This is an optimization exercise on Yosys and OpenROAD, whose aim is a short achievable clock period and few clock cycles, not a production implementation. RTL that was checked went through simulation tests only; none was proved equivalent to the original. Function not checked in runs 1 and 2: the RTL went through the layout flow alone. Power is estimated from default activity; no workload was simulated.

===== flow/constraint.sdc =====
create_clock -name core_clock -period 4.0 [get_ports {clk}]
set_input_delay 0.8000 -clock core_clock [delete_from_list [all_inputs] [get_ports {clk}]]
set_output_delay 0.8000 -clock core_clock [all_outputs]
set_load 0.01 [all_outputs]

===== flow/run.sh =====
#!/bin/bash
# synth_recipe.tcl (not shown) runs the flow's synth.tcl, then flattens the netlist and writes it again
# the make line also repeats each setting of config.mk as NAME=value (left out here)
make -C /OpenROAD-flow-scripts/flow DESIGN_CONFIG=/design/flow/config.mk WORK_HOME=/design/flow/orfs CLKGATE_MAP_FILE= SYNTH_SCRIPT=/design/flow/synth_recipe.tcl finish

===== flow/design.v =====
`timescale 1ns / 1ps
module cpu
#(
    parameter ADDR_WIDTH = 16,
    parameter DATA_WIDTH = 16
)
(
    input clk,
    input reset_n,
    input [DATA_WIDTH-1:0] data_in,
    output [ADDR_WIDTH-1:0] addr,
    output [DATA_WIDTH-1:0] data_out,
    output we_n
);
reg [15:0] A;        
reg [15:0] DO;       
reg        WEN;      
reg [15:0] PC;       
reg [15:0] AC;
reg        E;
reg [15:0] DR;       
reg        pend;     
reg sF, sI, sR, sW, sH;
reg oAND, oADD, oLDA, oSTA, oBUN, oBSA, oISZ;
reg zskip;           
assign addr = A;
assign data_out = DO;
assign we_n = WEN;
wire [15:0] ir = data_in;
wire [2:0] op = ir[14:12];
wire       ib = ir[15];
wire [11:0] f = ir[11:0];
wire rr = (op == 3'd7) & ~ib;
wire io = (op == 3'd7) & ib;
wire [15:0] pc1 = PC + 16'd1;
wire [15:0] pc2 = PC + 16'd2;
wire acz = (AC == 16'd0);
wire r_cla = rr & (f == 12'h800);
wire r_cle = rr & (f == 12'h400);
wire r_cma = rr & (f == 12'h200);
wire r_cme = rr & (f == 12'h100);
wire r_cir = rr & (f == 12'h080);
wire r_cil = rr & (f == 12'h040);
wire r_inc = rr & (f == 12'h020);
wire r_hlt = rr & (f == 12'h001);
wire skipm = (f == 12'h010 & ~AC[15]) | (f == 12'h008 & AC[15]) |
             (f == 12'h004 & acz) | (f == 12'h002 & ~E);
wire [16:0] sum = {1'b0, AC} + {1'b0, DR};
wire [15:0] ac_now = pend ? sum[15:0] : AC;
always @(posedge clk or negedge reset_n) begin
    if (!reset_n) begin
        A <= 16'd0;
        DO <= 16'd0;
        WEN <= 1'b1;
        PC <= 16'd0;
        AC <= 16'd0;
        E <= 1'b0;
        DR <= 16'd0;
        pend <= 1'b0;
        sF <= 1'b1; sI <= 1'b0; sR <= 1'b0; sW <= 1'b0; sH <= 1'b0;
        oAND <= 1'b0; oADD <= 1'b0; oLDA <= 1'b0; oSTA <= 1'b0;
        oBUN <= 1'b0; oBSA <= 1'b0; oISZ <= 1'b0;
        zskip <= 1'b0;
    end else begin
        if (sF) begin
            if (pend) begin
                AC <= sum[15:0];
                E <= sum[16];
                pend <= 1'b0;
            end
            if (!(pend & rr)) begin
                oAND <= (op == 3'd0);
                oADD <= (op == 3'd1);
                oLDA <= (op == 3'd2);
                oSTA <= (op == 3'd3);
                oBUN <= (op == 3'd4);
                oBSA <= (op == 3'd5);
                oISZ <= (op == 3'd6);
                if (io | r_hlt) begin
                    sF <= 1'b0;
                    sH <= 1'b1;
                end else if (rr) begin
                    A <= skipm ? pc2 : pc1;
                    PC <= skipm ? pc2 : pc1;
                    if (r_cla) AC <= 16'd0;
                    if (r_cle) E <= 1'b0;
                    if (r_cma) AC <= ~AC;
                    if (r_cme) E <= ~E;
                    if (r_cir) begin AC <= {E, AC[15:1]}; E <= AC[0]; end
                    if (r_cil) begin AC <= {AC[14:0], E}; E <= AC[15]; end
                    if (r_inc) AC <= AC + 16'd1;
                end else if (op == 3'd4 && !ib) begin
                    A <= {4'd0, f};
                    PC <= {4'd0, f};
                end else begin
                    A <= {4'd0, f};
                    PC <= pc1;
                    sF <= 1'b0;
                    if (ib) begin
                        sI <= 1'b1;
                    end else if (op == 3'd3 || op == 3'd5) begin
                        sW <= 1'b1;
                        WEN <= 1'b0;
                        DO <= (op == 3'd3) ? ac_now : pc1;
                    end else begin
                        sR <= 1'b1;
                    end
                end
            end
        end
        if (sI) begin
            A <= data_in;
            sI <= 1'b0;
            if (oBUN) begin
                PC <= data_in;
                sF <= 1'b1;
            end else if (oSTA | oBSA) begin
                sW <= 1'b1;
                WEN <= 1'b0;
                DO <= oSTA ? AC : PC;
            end else begin
                sR <= 1'b1;
            end
        end
        if (sR) begin
            sR <= 1'b0;
            if (oISZ) begin
                DO <= data_in + 16'd1;
                zskip <= (data_in == 16'hFFFF);
                WEN <= 1'b0;
                sW <= 1'b1;
            end else begin
                if (oAND) AC <= AC & data_in;
                if (oADD) begin DR <= data_in; pend <= 1'b1; end
                if (oLDA) AC <= data_in;
                A <= PC;
                sF <= 1'b1;
            end
        end
        if (sW) begin
            WEN <= 1'b1;
            sW <= 1'b0;
            sF <= 1'b1;
            if (oBSA) begin
                A <= A + 16'd1;
                PC <= A + 16'd1;
            end else if (oISZ & zskip) begin
                A <= pc1;
                PC <= pc1;
            end else begin
                A <= PC;
            end
        end
    end
end
endmodule

===== flow/config.mk =====
export PLATFORM = sky130hd
export DESIGN_NAME = cpu
export DESIGN_NICKNAME = cpu
export VERILOG_FILES = /design/flow/design.v
export SDC_FILE = /design/flow/constraint.sdc
export NUM_CORES = 4
export LEC_CHECK = 0
export ABC_CLOCK_PERIOD_IN_PS = 2000
export CAP_MARGIN = 20
export CORE_MARGIN = 2
export CORE_UTILIZATION = 25
export SETUP_SLACK_MARGIN = 1.5
export SLEW_MARGIN = 20

==> flow_metrics.tcl, run 1 <==
set metrics [dict create \
    multi_input_area_um2 7520 \
    die_h_um 200 \
    timing.rr.end "E" \
    synth-edff-count 0 \
    cts_buffers 9 \
    io_pins 51 \
    fin_nets 1381 \
    grt_pass1_wl_um 62400 \
    fp.dieW_um 200 \
    required_ns 4.21 \
    crit_buf_inv 0 \
    syn_inst 1261 \
    grt_start_max_net_pins 55 \
    async_flop_share 1.00 \
    ant_nets 0 \
    routed_wl_um 41600 \
    cp_max_fo 2 \
    drv_cap 0 \
    grt_pass1_vias 10100 \
    area_growth_pct 31.2 \
    insertion_delay_ns 0.37 \
    layout_common_cells "143 x nand2_1, 113 x buf_4, 101 x nor2_1" \
    ys.warnings.count 1 \
    tightest_slew_ns 1.10 \
    startpoint_type "register" \
    status "no timing/DRC/antenna violations" \
    layout_commonest_cell "nand2_1" \
    synth_cell_type_count 89 \
    cp_common_cell "a21o_1" \
    reg2reg_depth 9 \
    drc 0 \
    drt_iter0_markers 1483 \
    gp_congestion 0.941 \
    stdcell_area_um2 12600 \
    htreeDepth 3 \
    antenna_found_initial 0 \
    skew_ns 0.0119 \
    rows 71 \
    dpl.hpwl_um 29000 \
    synth_area_per_cell_um2 7.59 \
    crit_path_end_kind "register" \
    yosysSeqAreaShare 0.249 \
    cts_root_buf "clkbuf_16" \
    setup_viol 0 \
    start_util 0.254 \
    final.min_clock_period_ns 2.77 \
    ys_ff_latch 95 \
    path_cells "ha_2 -> fa_2 -> a21o_1 -> a221oi_4 -> o21bai_2 -> a311o_1 -> a21o_1 -> a211oi_2 -> a311oi_1" \
    finalNonFillerCells 1853 \
    regArea_um2 2400 \
    p_leak_uw 0.00461 \
    relSlewSlack 0.264 \
    vias 11000 \
    cellPowerDensity_nw_per_um2 763 \
    worstSetupPathType "reg2reg" \
    wl_per_cell_um 22.5 \
    drv_slew 0 \
    layout-drive-gt1-share 0.268 \
    grt_use_total 0.204 \
    firstDrtPassIters 6 \
    antenna_cells 0 \
    dp_cells 1769 \
    ff2ff_setup_slack_ns 1.23 \
    cp.arrival_ns 2.99 \
    post-place-ws_ns 0.317 \
    syn_area_um2 9580 \
    hold_violations 0 \
    grt_overflow 0 \
    period_share 0.694 \
    syn_nets 1305 \
    io_buffers 50 \
    irDropWorstVdd_uv 281 \
    core-area_um2 37700 \
    reg2reg_from "AC[0]" \
    dieArea_um2 39900 \
    hold_start "oADD" \
    synth_top_flop_cell "dfrtp_1" \
    clkSlewWorstSetupHoldPaths_ns 0.07 \
    critPathSlowestCell "dfrtp_1" \
    setup_tns_ns 0 \
    clock_tree.buffer_depth 2 \
    numClockSinks 95 \
    max_freq_ghz 0.360 \
    min_path_type "reg2reg" \
    holdPathStages 2 \
    via_per_inst 5.94 \
    cp_slowest_stage_delay_ns 0.39 \
    cts_tree "yes" \
    nFillCells 3983 \
    worst_hold_path.endpoint "oADD" \
    cp_top_family "compound AO/OA/AOI/OAI gates" \
    postLayoutSetupSlackWorst_ns 1.23 \
    placed_cell_area_um2 10700 \
    grt_setup_unrepaired "yes" \
]
## layer usage
layer  track usage  up-vias  part of all wire
li1              -     4854                 -
met3        0.0336       96             0.092
met4        0.0664        0             0.027
met2         0.321      657              0.46
met1         0.283     5393              0.42
met5             0        -                 0
## what timing repair did
action | CTS | global route
gates cloned | 1 | 0
gates resized for setup | 175 | 118
hold buffers | 0 | 0
endpoints found under the hold margin | 0 | 0
setup buffers | 46 | 21
setup endpoints to repair | 67 | 62
pin swaps | 64 | 81
## synthesized netlist by cell type, drive strengths merged, types with 23 or more instances
cell type / count / area, um2
clkbuf: 69 / 260
buf: 52 / 304
a21oi: 92 / 464
mux2i: 27 / 270
xor2: 33 / 289
o22ai: 23 / 144
dfrtp: 93 / 2330
nor2: 107 / 412
nand2: 151 / 567
nor3: 25 / 125
a31oi: 27 / 181
nand3: 52 / 260
o21ai: 96 / 484
xnor2: 41 / 359
ha: 25 / 313
## worst max-delay path by stage
| stage | startpoint | to | slack (ns) | depth (start not counted) |
|---|---|---|---|---|
| 4_1_cts | AC[0] | E | 1.25 | 9 |
| 6_report | AC[0] | E | 1.23 | 9 |
| 3_3_place_gp | data_in[15] | A[1] | 0.29 | 8 |
| 3_5_place_dp | data_in[1] | PC[12] | 0.32 | 10 |
| 5_1_grt | AC[0] | E | 1.17 | 9 |
| 2_1_floorplan | data_in[0] | PC[12] | 1.11 | 13 |
## cell families (layout without fill, tap and decap cells)
logic type | after synthesis | count (layout) | synth area share
buffers and inverters | 139 | 219 | 0.0660
and+or+nand+nor | 452 | 452 | 0.229
DFF | 95 | 95 | 0.249
adders and majority gates | 26 | 26 | 0.0348
xor gates and xnor gates | 74 | 74 | 0.0677
muxes | 45 | 45 | 0.0498
AOI/OAI and AO/OA | 430 | 431 | 0.304
## worst reg2reg max path, delay by kind of cell (launching register included)
family / cells / cell delay (ns)
fa+ha+maj: 2 / 0.56
compound gates: 7 / 1.67
flops: 1 / 0.39
## per-stage QoR
step / util / power (uW) / hold slack (ns)
floorplan: - / 5390 / 0.443
global placement: 0.285 / 7090 / 0.465
detailed placement: 0.285 / 7150 / 0.471
CTS: 0.316 / 8900 / 0.490
global route: 0.333 / 10200 / 0.527
finish: 0.333 / 9580 / 0.484
## report_power, final
group	total [uW]	internal, uW	switching, uW
registers	2090	1410	682
clock network	1010	567	444
logic	6470	2880	3600
## flip-flops by register name, indices dropped and copies added, names as in the netlist, 16 cells and up
| name | flops |
|---|---|
| AC | 16 |
| A | 16 |
| DO | 16 |
| DR | 16 |
| PC | 16 |
## layout make-up
class / instances / share of cell area
clock buffers: 11 / 0.0193
repair buffers: 185 / 0.127
clock inverters: 5 / 0.00648
flip-flops and latches: 95 / 0.191
inverters: 18 / 0.00677
multi-input cells: 1028 / 0.598
well taps: 511 / 0.0509
==> inputs of run 2 (changes only) <==
--- a/flow/config.mk
+++ b/flow/config.mk
@@ -9,5 +9,5 @@
 export CAP_MARGIN = 20
 export CORE_MARGIN = 2
 export CORE_UTILIZATION = 25
-export SETUP_SLACK_MARGIN = 1.5
+export SETUP_SLACK_MARGIN = 2.0
 export SLEW_MARGIN = 20
==> run 2 against run 1 <==
Compared with the run above:
- clock skew grew 0.0049 ns
- register-to-register slack lost 0.03 ns
- non-clock buffer count grew 63
- worst hold slack lost 0.0029 ns
- largest power group unchanged
- wire length grew 4.1%
- critical path depth is the same
- die area is the same
- first-iteration DRC count shrank 5.9%
- sequential power shrank 3%
- global-route usage grew 0.95 points
- synthesized cell count is the same
- sequential share of layout area shrank 1.5 points
==> flow_metrics.tcl, run 2 <==
set metrics [dict create \
    cp-startpoint "DR[0]" \
    use_met1 0.290 \
    path_cells "ha_2 -> fa_2 -> a21o_4 -> a221oi_4 -> o21bai_2 -> a311o_1 -> a21o_1 -> a211oi_2 -> a311oi_1" \
    placed_cell_area_um2 11000 \
    synth_cell_type_count 89 \
    synth_area_leader_cell "dfrtp_1" \
    gp_congestion 0.958 \
    cp_slowest_stage_delay_ns 0.40 \
    htreeDepth 3 \
    wl_per_cell_um 22.6 \
    stdcell_area_um2 13700 \
    layout_common_cells "140 x buf_4, 137 x nand2_1, 94 x nor2_1" \
    syn_area_um2 9580 \
    fin_nets 1449 \
    synth-edff-count 0 \
    numClockSinks 95 \
    crit_path_end_kind "register" \
    syn_nets 1305 \
    clock_tree.buffer_depth 2 \
    worstSetupPathType "reg2reg" \
    relSlewSlack 0.442 \
    grt_overflow 0 \
    fp.dieW_um 200 \
    antenna_found_initial 0 \
    firstDrtPassIters 5 \
    required_ns 4.24 \
    io_pins 51 \
    core-area_um2 37700 \
    synth_area_per_cell_um2 7.59 \
    die_h_um 200 \
    synth_commonest_cells "151 x nand2_1, 105 x nor2_1, 93 x dfrtp_1, 91 x a21oi_1, 85 x o21ai_0" \
    clkSlewWorstSetupHoldPaths_ns 0.08 \
    cts_tree "yes" \
    crit_buf_inv 0 \
    finalNonFillerCells 1921 \
    critPathSlowestCell "a311o_1" \
    grt_pass1_vias 10500 \
    grt_setup_unrepaired "yes" \
    top_usage_layer "met2" \
    cp_top_family "compound AO/OA/AOI/OAI gates" \
    ys.warnings.count 1 \
    layout-drive-gt1-share 0.330 \
    antenna_cells 0 \
    cts_buffers 9 \
    tightest_slew_ns 0.837 \
    period_share 0.702 \
    grt_start_max_net_pins 52 \
    use_met3 0.0403 \
    setup_tns_ns 0 \
    synth_top_flop_cell "dfrtp_1" \
    cts_root_buf "clkbuf_16" \
    min_path_type "in2async" \
    dpl.hpwl_um 29000 \
    setup_viol 0 \
    drc 0 \
    cp.arrival_ns 3.05 \
    grtUsageMet2 0.333 \
    synth_area_leaders "dfrtp_1 24%, nand2_1 5.9%, a21oi_1 4.8%" \
    dp_cells 1770 \
    grt_use_total 0.213 \
    area_growth_pct 42.7 \
    async_flop_share 1.00 \
    p_leak_uw 0.00513 \
    dieArea_um2 39900 \
    final.min_clock_period_ns 2.81 \
    via_per_inst 5.90 \
    drv_cap 0 \
    vias 11300 \
    ant_nets 0 \
    drt_iter0_markers 1395 \
    yosys.area.top_type_share 0.243 \
    drv_slew 0 \
    layout_commonest_cell "buf_4" \
    startpoint_type "register" \
    reg2reg_from "DR[0]" \
    ys_ff_latch 95 \
    hold_ws_ns 0.481 \
    grt_pass1_wl_um 64900 \
    max_freq_ghz 0.356 \
    syn_inst 1261 \
    start_util 0.254 \
    yosysSeqAreaShare 0.249 \
    rows 71 \
    holdBufCountCts 0 \
    hold_violations 0 \
    routed_wl_um 43300 \
    insertion_delay_ns 0.38 \
    irDropWorstVdd_uv 293 \
    status "no timing/DRC/antenna violations" \
    cp_max_fo 3 \
    skew_ns 0.0168 \
    io_buffers 50 \
    yosysMostFrequentCell "nand2_1" \
    cellPowerDensity_nw_per_um2 730 \
]
-- run 2: changes by cell type in the layout (fill, tap and decap cells not counted), sizes merged, moves of 2 or more --
cell / previous run / this run
buf: 145 / 206
clkdlybuf4s15: 3 / 6
clkdlybuf4s50: 33 / 0
clkinvlp: 1 / 3
dlygate4sd2: 3 / 34
o21ba: 1 / 4
-- run 2: cells by family (layout without fill, tap and decap cells) --
logic type                 count (synthesis)  after routing  share of synthesized area
muxes                                     45             46                     0.0498
AOI/OAI and AO/OA                        430            433                      0.304
adders and majority gates                 26             26                     0.0348
buffers and inverters                    139            282                     0.0660
and+or+nand+nor                          452            454                      0.229
DFF                                       95             95                      0.249
xor gates and xnor gates                  74             74                     0.0677
-- run 2: layout make-up --
| cell class | count | area, um2 |
|---|---|---|
| Clock buffer | 9 | 225 |
| Clock inverter | 7 | 103 |
| Fill cell | 3870 | 24000 |
| Inverter | 18 | 90.1 |
| Multi-Input combinational cell | 1033 | 7920 |
| Sequential cell | 95 | 2410 |
| Tap cell | 511 | 639 |
| Timing Repair Buffer | 248 | 2280 |
-- run 2: power by group --
part / total [uW] / internal, uW / switching, uW
Clock: 1030 / 558 / 471
Sequential: 2030 / 1420 / 614
Combinational: 6920 / 3090 / 3830
-- run 2: worst paths after layout --
path	endpoint	slack, ns	cells past startpoint
hold reg to reg	sW	0.49	1
min in group core_clock	sW	0.49	1
setup reg to reg	E	1.19	9
setup / recovery	E	1.19	9
max in group asynchronous	sF	2.72	2
hold / removal	PC[5]	0.48	1
-- run 2: routing by layer --
metal,part of all wire,vias to the layer above
met5,0,-
met4,0.042,0
met3,0.097,126
met2,0.45,694
met1,0.41,5499
li1,-,5019
-- run 2: worst register-to-register path, stage by stage (launching register included) --
cell	delay, ns
dfrtp_1	0.39
ha_2	0.19
fa_2	0.36
a21o_4	0.25
a221oi_4	0.35
o21bai_2	0.16
a311o_1	0.40
a21o_1	0.21
a211oi_2	0.28
a311oi_1	0.08
-- run 2: per-stage QoR --
stage                     total power, uW  setup WS [ns]  utilization
after floorplan                      5600           1.11            -
after global placement               7290          0.292        0.291
after detailed placement             7340          0.190        0.291
after CTS                            9200           1.23        0.341
after global routing                10500           1.17        0.363
final                                9980           1.19        0.363
-- run 2: what timing repair did --
item                                    in CTS  in global routing
setup buffers                               93                 32
endpoints found under the setup margin     126                 67
cloned                                       9                  1
pin swaps                                   87                 89
gates resized for setup                    284                121
==> inputs of run 3 (changes only) <==
--- a/flow/design.v
+++ b/flow/design.v
@@ -12,6 +12,35 @@
     output [DATA_WIDTH-1:0] data_out,
     output we_n
 );
+function [15:0] inc16(input [15:0] a);
+    reg [15:0] c;
+    integer i, l;
+    begin
+        c = a;               
+        for (l = 1; l < 16; l = l * 2)
+            for (i = 15; i >= 0; i = i - 1)
+                if (i >= l) c[i] = c[i] & c[i - l];
+        inc16 = a ^ {c[14:0], 1'b1};
+    end
+endfunction
+function [16:0] add16(input [15:0] a, input [15:0] b);
+    reg [15:0] g, p, gn, pn;
+    integer i, l;
+    begin
+        g = a & b;
+        p = a | b;
+        for (l = 1; l < 16; l = l * 2) begin
+            gn = g; pn = p;
+            for (i = 0; i < 16; i = i + 1)
+                if (i >= l) begin
+                    gn[i] = g[i] | (p[i] & g[i - l]);
+                    pn[i] = p[i] & p[i - l];
+                end
+            g = gn; p = pn;
+        end
+        add16 = {g[15], (a ^ b) ^ {g[14:0], 1'b0}};
+    end
+endfunction
 reg [15:0] A;        
 reg [15:0] DO;       
 reg        WEN;      
@@ -32,8 +61,9 @@
 wire [11:0] f = ir[11:0];
 wire rr = (op == 3'd7) & ~ib;
 wire io = (op == 3'd7) & ib;
-wire [15:0] pc1 = PC + 16'd1;
-wire [15:0] pc2 = PC + 16'd2;
+wire [15:0] pc1 = inc16(PC);
+wire [15:0] pc2h = inc16({1'b0, PC[15:1]});
+wire [15:0] pc2 = {pc2h[14:0], PC[0]};
 wire acz = (AC == 16'd0);
 wire r_cla = rr & (f == 12'h800);
 wire r_cle = rr & (f == 12'h400);
@@ -45,7 +75,7 @@
 wire r_hlt = rr & (f == 12'h001);
 wire skipm = (f == 12'h010 & ~AC[15]) | (f == 12'h008 & AC[15]) |
              (f == 12'h004 & acz) | (f == 12'h002 & ~E);
-wire [16:0] sum = {1'b0, AC} + {1'b0, DR};
+wire [16:0] sum = add16(AC, DR);
 wire [15:0] ac_now = pend ? sum[15:0] : AC;
 always @(posedge clk or negedge reset_n) begin
     if (!reset_n) begin
@@ -88,7 +118,7 @@
                     if (r_cme) E <= ~E;
                     if (r_cir) begin AC <= {E, AC[15:1]}; E <= AC[0]; end
                     if (r_cil) begin AC <= {AC[14:0], E}; E <= AC[15]; end
-                    if (r_inc) AC <= AC + 16'd1;
+                    if (r_inc) AC <= inc16(AC);
                 end else if (op == 3'd4 && !ib) begin
                     A <= {4'd0, f};
                     PC <= {4'd0, f};
@@ -125,7 +155,7 @@
         if (sR) begin
             sR <= 1'b0;
             if (oISZ) begin
-                DO <= data_in + 16'd1;
+                DO <= inc16(data_in);
                 zskip <= (data_in == 16'hFFFF);
                 WEN <= 1'b0;
                 sW <= 1'b1;
@@ -142,8 +172,8 @@
             sW <= 1'b0;
             sF <= 1'b1;
             if (oBSA) begin
-                A <= A + 16'd1;
-                PC <= A + 16'd1;
+                A <= inc16(A);
+                PC <= inc16(A);
             end else if (oISZ & zskip) begin
                 A <= pc1;
                 PC <= pc1;
==> flow/config.mk (replaced) <==
export PLATFORM = sky130hd
export DESIGN_NAME = cpu
export DESIGN_NICKNAME = cpu
export VERILOG_FILES = /design/flow/design.v
export SDC_FILE = /design/flow/constraint.sdc
export NUM_CORES = 4
export LEC_CHECK = 0
export ABC_CLOCK_PERIOD_IN_PS = 1400
export CAP_MARGIN = 20
export CORE_MARGIN = 2
export CORE_UTILIZATION = 25
export SETUP_SLACK_MARGIN = 2.6
export SLEW_MARGIN = 20
==> run 3 against run 2 <==
Compared with the run above:
- synthesized cell count increased by 11%
- setup slack gained 0.082 ns
- worst hold slack got worse by 0.082 ns
- clock power shrank 15%
- register-to-register slack improved by 0.08 ns
- combinational power increased by 15%
- largest cell class unchanged
- highest routed layer unchanged
==> flow_metrics.tcl, run 3 <==
set metrics [dict create \
    cts_buffers 9 \
    clock_tree.buffer_depth 2 \
    start_util 0.254 \
    hold_ws_ns 0.400 \
    synth_area_leader_cell "dfrtp_1" \
    crit_path_end_kind "register" \
    grt_pass1_vias 12200 \
    wl_per_cell_um 23.7 \
    ys.warnings.count 1 \
    firstDrtPassIters 7 \
    dpl.hpwl_um 33300 \
    timing.rr.end "A[1]" \
    syn_nets 1459 \
    die_h_um 205 \
    core-area_um2 39700 \
    min_path_type "in2async" \
    via_per_inst 6.03 \
    synth_cell_type_count 84 \
    grt_overflow 0 \
    htreeDepth 3 \
    p_leak_uw 0.00585 \
    ff2ff_setup_slack_ns 1.27 \
    yosys.area.top_type_share 0.231 \
    drt_iter0_markers 1997 \
    ys_ff_latch 95 \
    ant_nets 0 \
    antenna_found_initial 0 \
    numClockSinks 95 \
    reg2reg_depth 13 \
    synth-edff-count 0 \
    cp.arrival_ns 2.96 \
    routed_wl_um 50800 \
    dp_cells 1921 \
    drv_slew 0 \
    clkSlewWorstSetupHoldPaths_ns 0.08 \
    cts_root_buf "clkbuf_16" \
    status "no timing/DRC/antenna violations" \
    io_pins 51 \
    synth_top_flop_cell "dfrtp_1" \
    synth_commonest_cells "146 x nand2_1, 127 x a21oi_1, 119 x nor2_1, 104 x o21ai_0, 102 x clkbuf_1" \
    final.min_clock_period_ns 2.73 \
    grt_use_total 0.235 \
    cp_max_fo 6 \
    syn_area_um2 10100 \
    cellPowerDensity_nw_per_um2 724 \
    vias 12900 \
    setup_viol 0 \
    layout_commonest_cell "buf_4" \
    yosysSeqAreaShare 0.236 \
    syn_inst 1400 \
    tightest_slew_ns 1.07 \
    startpoint_type "register" \
    async_flop_share 1.00 \
    layout-drive-gt1-share 0.394 \
    yosysMostFrequentCell "nand2_1" \
    worstSetupPathType "reg2reg" \
    synth_area_leaders "dfrtp_1 23%, a21oi_1 6.3%, nand2_1 5.4%" \
    relSlewSlack 0.284 \
    hold_violations 0 \
    irDropWorstVdd_uv 266 \
    io_buffers 50 \
    gp_congestion 0.986 \
    grt_setup_unrepaired "yes" \
    max_freq_ghz 0.367 \
    holdBufCountCts 0 \
    finalNonFillerCells 2141 \
    synth_area_per_cell_um2 7.20 \
    antenna_cells 0 \
    period_share 0.682 \
    skew_ns 0.00886 \
    drc 0 \
    drv_cap 0 \
    rows 73 \
    cts_tree "yes" \
    dieArea_um2 41900 \
    required_ns 4.23 \
    grt_start_max_net_pins 55 \
    layout_common_cells "201 x buf_4, 133 x nand2_1, 101 x nor2_1" \
    grt_pass1_wl_um 75300 \
    insertion_delay_ns 0.38 \
    fin_nets 1670 \
    reg2reg_from "AC[0]" \
    fp.dieW_um 205 \
    setup_tns_ns 0 \
    area_growth_pct 50.6 \
]
[run 3: cell types whose count changed after synthesis, moves of 14 or more]
cell      previous run  this run
a21oi_1             91       127
nor3_1              25        48
xor2_1              33        17
o21ai_0             85       104
nor2_1             105       119
ha_1                25        40
inv_1               16        63
clkbuf_1            68       102
xnor2_1             41        56
[run 3: area by class of cell]
type / instances / area, um2
Sequential cell: 95 / 2420
Timing Repair Buffer: 323 / 3010
Clock inverter: 6 / 36.3
Tap cell: 525 / 657
Inverter: 65 / 307
Clock buffer: 10 / 239
Multi-Input combinational cell: 1117 / 8520
Fill cell: 4004 / 24500
[run 3: how the worst max path moves through the flow]
stage                           start  endpoint  slack, ns  cells after the start
final                           AC[0]      A[1]       1.27                     13
after global routing            AC[0]      A[1]       1.16                     13
after CTS                       AC[0]      A[1]       1.32                     13
after detailed placement   data_in[2]     A[14]       0.32                      9
after global placement     data_in[1]     PC[0]       0.35                     10
after floorplan           data_in[15]     AC[6]       1.22                      9
[run 3: worst max-delay path: stages, from the launching register on]
cell and delay, ns:
dfrtp_1 0.42, buf_6 0.14, inv_4 0.05, ha_4 0.13, nor4b_4 0.18, nand4_1 0.14
buf_6 0.16, o211ai_4 0.29, nand2_4 0.17, buf_6 0.16, and2_4 0.13, o32a_1 0.34
o221ai_2 0.14, o211ai_1 0.11
[run 3: what timing repair did]
action,in CTS,in global routing
resized for setup,523,114
pin swaps,123,89
setup endpoints to repair,171,119
buffers inserted,149,51
gates cloned,4,0
[run 3: cells by family after synthesis]
kind of cell / count (synthesis) / synth area share
and+or+nand+nor: 501 / 0.241
AOI/OAI and AO/OA: 465 / 0.298
buffers and inverters: 190 / 0.0735
DFF: 95 / 0.236
xor gates and xnor gates: 73 / 0.0634
adders and majority gates: 41 / 0.0516
muxes: 35 / 0.0365
[run 3: where the power goes]
part           total (uW)  internal (uW)  switching [uW]  leakage, uW
logic                7950           3620            4340      0.00467
clock network         879            436             442     0.000138
registers            2160           1420             740      0.00105
[run 3: stage by stage]
stage	power [uW]	worst slack, ns	util	instance area, um2
finish	11000	1.27	0.382	15200
detailed placement	7460	0.323	0.294	11700
global placement	7430	0.354	0.294	11700
CTS	9940	1.32	0.360	14300
global route	11500	1.16	0.382	15200
floorplan	5650	1.22	-	10700
[run 3: per-layer routing]
layer | vias up | part of all wire | wire (um) | global-route usage
met1 | 6179 | 0.39 | 19800 | 0.312
met5 | - | 0 | 0 | 0
met3 | 207 | 0.12 | 6090 | 0.0558
li1 | 5576 | - | - | -
met4 | 0 | 0.048 | 2440 | 0.0906
met2 | 943 | 0.44 | 22400 | 0.367
Testbench counts of run 3, summed over its fixed seeds: cycles 8,959.
==> inputs of run 4 (changes only) <==
==> flow/config.mk (replaced) <==
export PLATFORM = sky130hd
export DESIGN_NAME = cpu
export DESIGN_NICKNAME = cpu
export VERILOG_FILES = /design/flow/design.v
export SDC_FILE = /design/flow/constraint.sdc
export NUM_CORES = 4
export LEC_CHECK = 0
export ABC_CLOCK_PERIOD_IN_PS = 2000
export CAP_MARGIN = 20
export CORE_MARGIN = 2
export CORE_UTILIZATION = 25
export SETUP_SLACK_MARGIN = 2.0
export SLEW_MARGIN = 20
==> run 4 against run 3 <==
Compared with the run above:
- still clean
- worst hold slack improved by 0.029 ns
- wire length decreased by 0.24%
- total power fell by 5.3%
- non-clock buffer count down 64
- critical path type unchanged
- highest routed layer is now met5
==> flow_metrics.tcl, run 4 <==
set metrics [dict create \
    irDropWorstVdd_uv 309 \
    htreeDepth 3 \
    setup_tns_ns 0 \
    firstDrtPassIters 6 \
    startpoint_type "register" \
    drc 0 \
    routed_wl_um 50600 \
    io_pins 51 \
    async_flop_share 1.00 \
    hold_violations 0 \
    nFillCells 4089 \
    synth_commonest_cells "146 x nand2_1, 127 x a21oi_1, 119 x nor2_1, 104 x o21ai_0, 102 x clkbuf_1" \
    regArea_um2 2410 \
    clock_tree.buffer_depth 2 \
    cts_buffers 9 \
    reg2reg_from "AC[0]" \
    cts_root_buf "clkbuf_16" \
    crit_buf_inv 3 \
    max_freq_ghz 0.377 \
    critPathSlowestCell "dfrtp_1" \
    synth-edff-count 0 \
    area_growth_pct 43.7 \
    grt_setup_unrepaired "yes" \
    p_leak_uw 0.00552 \
    yosys.area.top_type_share 0.231 \
    synth_area_leader_cell "dfrtp_1" \
    drv_slew 0 \
    reg2reg_depth 13 \
    min_path_type "in2async" \
    insertion_delay_ns 0.38 \
    syn_nets 1459 \
    cts_tree "yes" \
    timing.rr.end "DO[12]" \
    ys.warnings.count 1 \
    cellPowerDensity_nw_per_um2 719 \
    gp_congestion 0.972 \
    grt_use_total 0.233 \
    yosysSeqAreaShare 0.236 \
    syn_inst 1400 \
    period_share 0.664 \
    drv_cap 0 \
    ant_nets 0 \
    syn_area_um2 10100 \
    grt_pass1_vias 11900 \
    drt_iter0_markers 1805 \
    required_ns 4.30 \
    ys_ff_latch 95 \
    setup_viol 0 \
    crit_path_end_kind "register" \
    rows 73 \
    cp_max_fo 4 \
    worstSetupPathType "reg2reg" \
    clkSlewWorstSetupHoldPaths_ns 0.08 \
    dieArea_um2 41900 \
    via_per_inst 6.06 \
    tightest_slew_ns 1.02 \
    grt_pass1_wl_um 74100 \
    synth_area_per_cell_um2 7.20 \
    antenna_found_initial 1 \
    cp_top_family "compound AO/OA/AOI/OAI gates" \
    fp.dieW_um 205 \
    final.min_clock_period_ns 2.66 \
    path_cells "ha_2 -> inv_2 -> fa_2 -> o21bai_4 -> a21oi_4 -> o211ai_1 -> buf_4 -> o41ai_4 -> xor2_1 -> buf_4 -> a21oi_4 -> o211ai_1 -> a31oi_1" \
    ff2ff_setup_slack_ns 1.34 \
    start_util 0.254 \
    yosysMostFrequentCell "nand2_1" \
    layout_common_cells "154 x buf_4, 136 x nand2_1, 103 x nor2_1" \
    wl_per_cell_um 24.4 \
    synth_cell_type_count 84 \
    synth_area_leaders "dfrtp_1 23%, a21oi_1 6.3%, nand2_1 5.4%" \
    hold_ws_ns 0.428 \
    cp_slowest_stage_delay_ns 0.38 \
    fin_nets 1605 \
    io_buffers 50 \
    numClockSinks 95 \
    synth_top_flop_cell "dfrtp_1" \
    antenna_cells 0 \
    cp.arrival_ns 2.95 \
    dp_cells 1922 \
    holdBufCountCts 0 \
    status "no timing/DRC/antenna violations" \
    layout-drive-gt1-share 0.340 \
    vias 12600 \
    skew_ns 0.0124 \
    die_h_um 205 \
    multi_input_area_um2 8490 \
    grt_overflow 0 \
    dpl.hpwl_um 34300 \
    core-area_um2 39700 \
    finalNonFillerCells 2074 \
    relSlewSlack 0.320 \
    grt_start_max_net_pins 49 \
    layout_commonest_cell "buf_4" \
]
run 4: cell counts after synthesis:
No cell type changed its count.
run 4: kinds of logic (layout without fill, tap and decap cells):
| kind of cell | count (synthesis) | in the layout | share of synthesized area |
|---|---|---|---|
| flip-flops | 95 | 95 | 0.236 |
| AND/OR/NAND/NOR | 501 | 502 | 0.241 |
| AO/OA/AOI/OAI | 465 | 465 | 0.298 |
| multiplexers | 35 | 35 | 0.0365 |
| adder cells (fa/ha/maj) | 41 | 41 | 0.0516 |
| XOR/XNOR | 73 | 73 | 0.0634 |
| buffers and inverters | 190 | 338 | 0.0735 |
run 4: timing repair:
item | in CTS | in global routing
gates cloned | 1 | 3
pin swaps | 105 | 89
resized for setup | 317 | 153
buffers inserted | 93 | 41
setup endpoints to repair | 110 | 71
run 4: cell type report:
type                            instances  share of cell area
Multi-Input combinational cell       1116               0.586
Timing Repair Buffer                  259               0.162
Sequential cell                        95               0.166
Tap cell                              525              0.0453
Inverter                               65              0.0199
Clock buffer                           11              0.0168
Clock inverter                          3             0.00311
run 4: routing by layer:
layer,vias up,share of wire,global-route usage
met5,-,0.00026,0
met4,2,0.051,0.103
met3,204,0.11,0.0509
met2,893,0.44,0.362
met1,6053,0.40,0.307
li1,5423,-,-
run 4: report_power, final:
| group | leakage, uW | internal, uW | total (uW) | switching [uW] |
|---|---|---|---|---|
| Sequential | 0.00106 | 1410 | 2080 | 664 |
| Clock | 0.000134 | 498 | 959 | 461 |
| Combinational | 0.00433 | 3130 | 7380 | 4250 |
run 4: worst max path at each step:
stage	startpoint	endpoint	slack [ns]	cells past startpoint
after floorplan	data_in[15]	AC[6]	1.22	9
after global placement	data_in[4]	A[14]	0.24	9
after detailed placement	data_in[3]	A[14]	0.27	9
after CTS	AC[0]	A[14]	1.33	12
after global routing	AC[0]	A[14]	1.25	12
final	AC[0]	DO[12]	1.34	13
run 4: through the flow:
| stage | instance area (um2) | setup WS [ns] | utilization | total power [uW] |
|---|---|---|---|---|
| after floorplan | 10600 | 1.22 | - | 5590 |
| after global placement | 11600 | 0.240 | 0.292 | 7460 |
| after detailed placement | 11600 | 0.273 | 0.292 | 7490 |
| after CTS | 13500 | 1.33 | 0.339 | 9320 |
| after global routing | 14500 | 1.25 | 0.365 | 10900 |
| final | 14500 | 1.34 | 0.365 | 10400 |

[afterwards: timing with drivers on the ports]
The results above use ideal ports. As a check the final layouts listed here were re-extracted and re-timed, cells and wires unchanged.
Step 1 (the two cells are an assumption about what drives the block):
set clk [get_ports {clk}]
set_driving_cell -lib_cell sky130_fd_sc_hd__clkbuf_16 $clk
set_driving_cell -lib_cell sky130_fd_sc_hd__buf_2 [delete_from_list [all_inputs] $clk]
Step 2 also shifts input and output timing later by t, the mid clock arrival at the registers, as if the neighbouring blocks saw the same clock.
a / b / c = ideal ports / drivers / drivers and shift; a / b = the first two.
run	t, ns	slack for setup (ns)	worst hold slack (ns)	clock arrival spread, ns
run 1	0.413	1.226 / 1.226 / 0.921	0.484 / 0.484 / 0.484	0.012 / 0.012
run 2	0.426	1.192 / 1.192 / 0.852	0.481 / 0.458 / 0.488	0.017 / 0.016
run 3	0.422	1.273 / 1.273 / 0.975	0.400 / 0.389 / 0.475	0.010 / 0.010
run 4	0.424	1.344 / 1.344 / 0.941	0.428 / 0.403 / 0.463	0.012 / 0.012
After both steps every run listed still meets setup and hold. For run 4, which loses most, drivers alone change the setup slack by 0.000 ns; drivers and shift together by -0.403 ns.
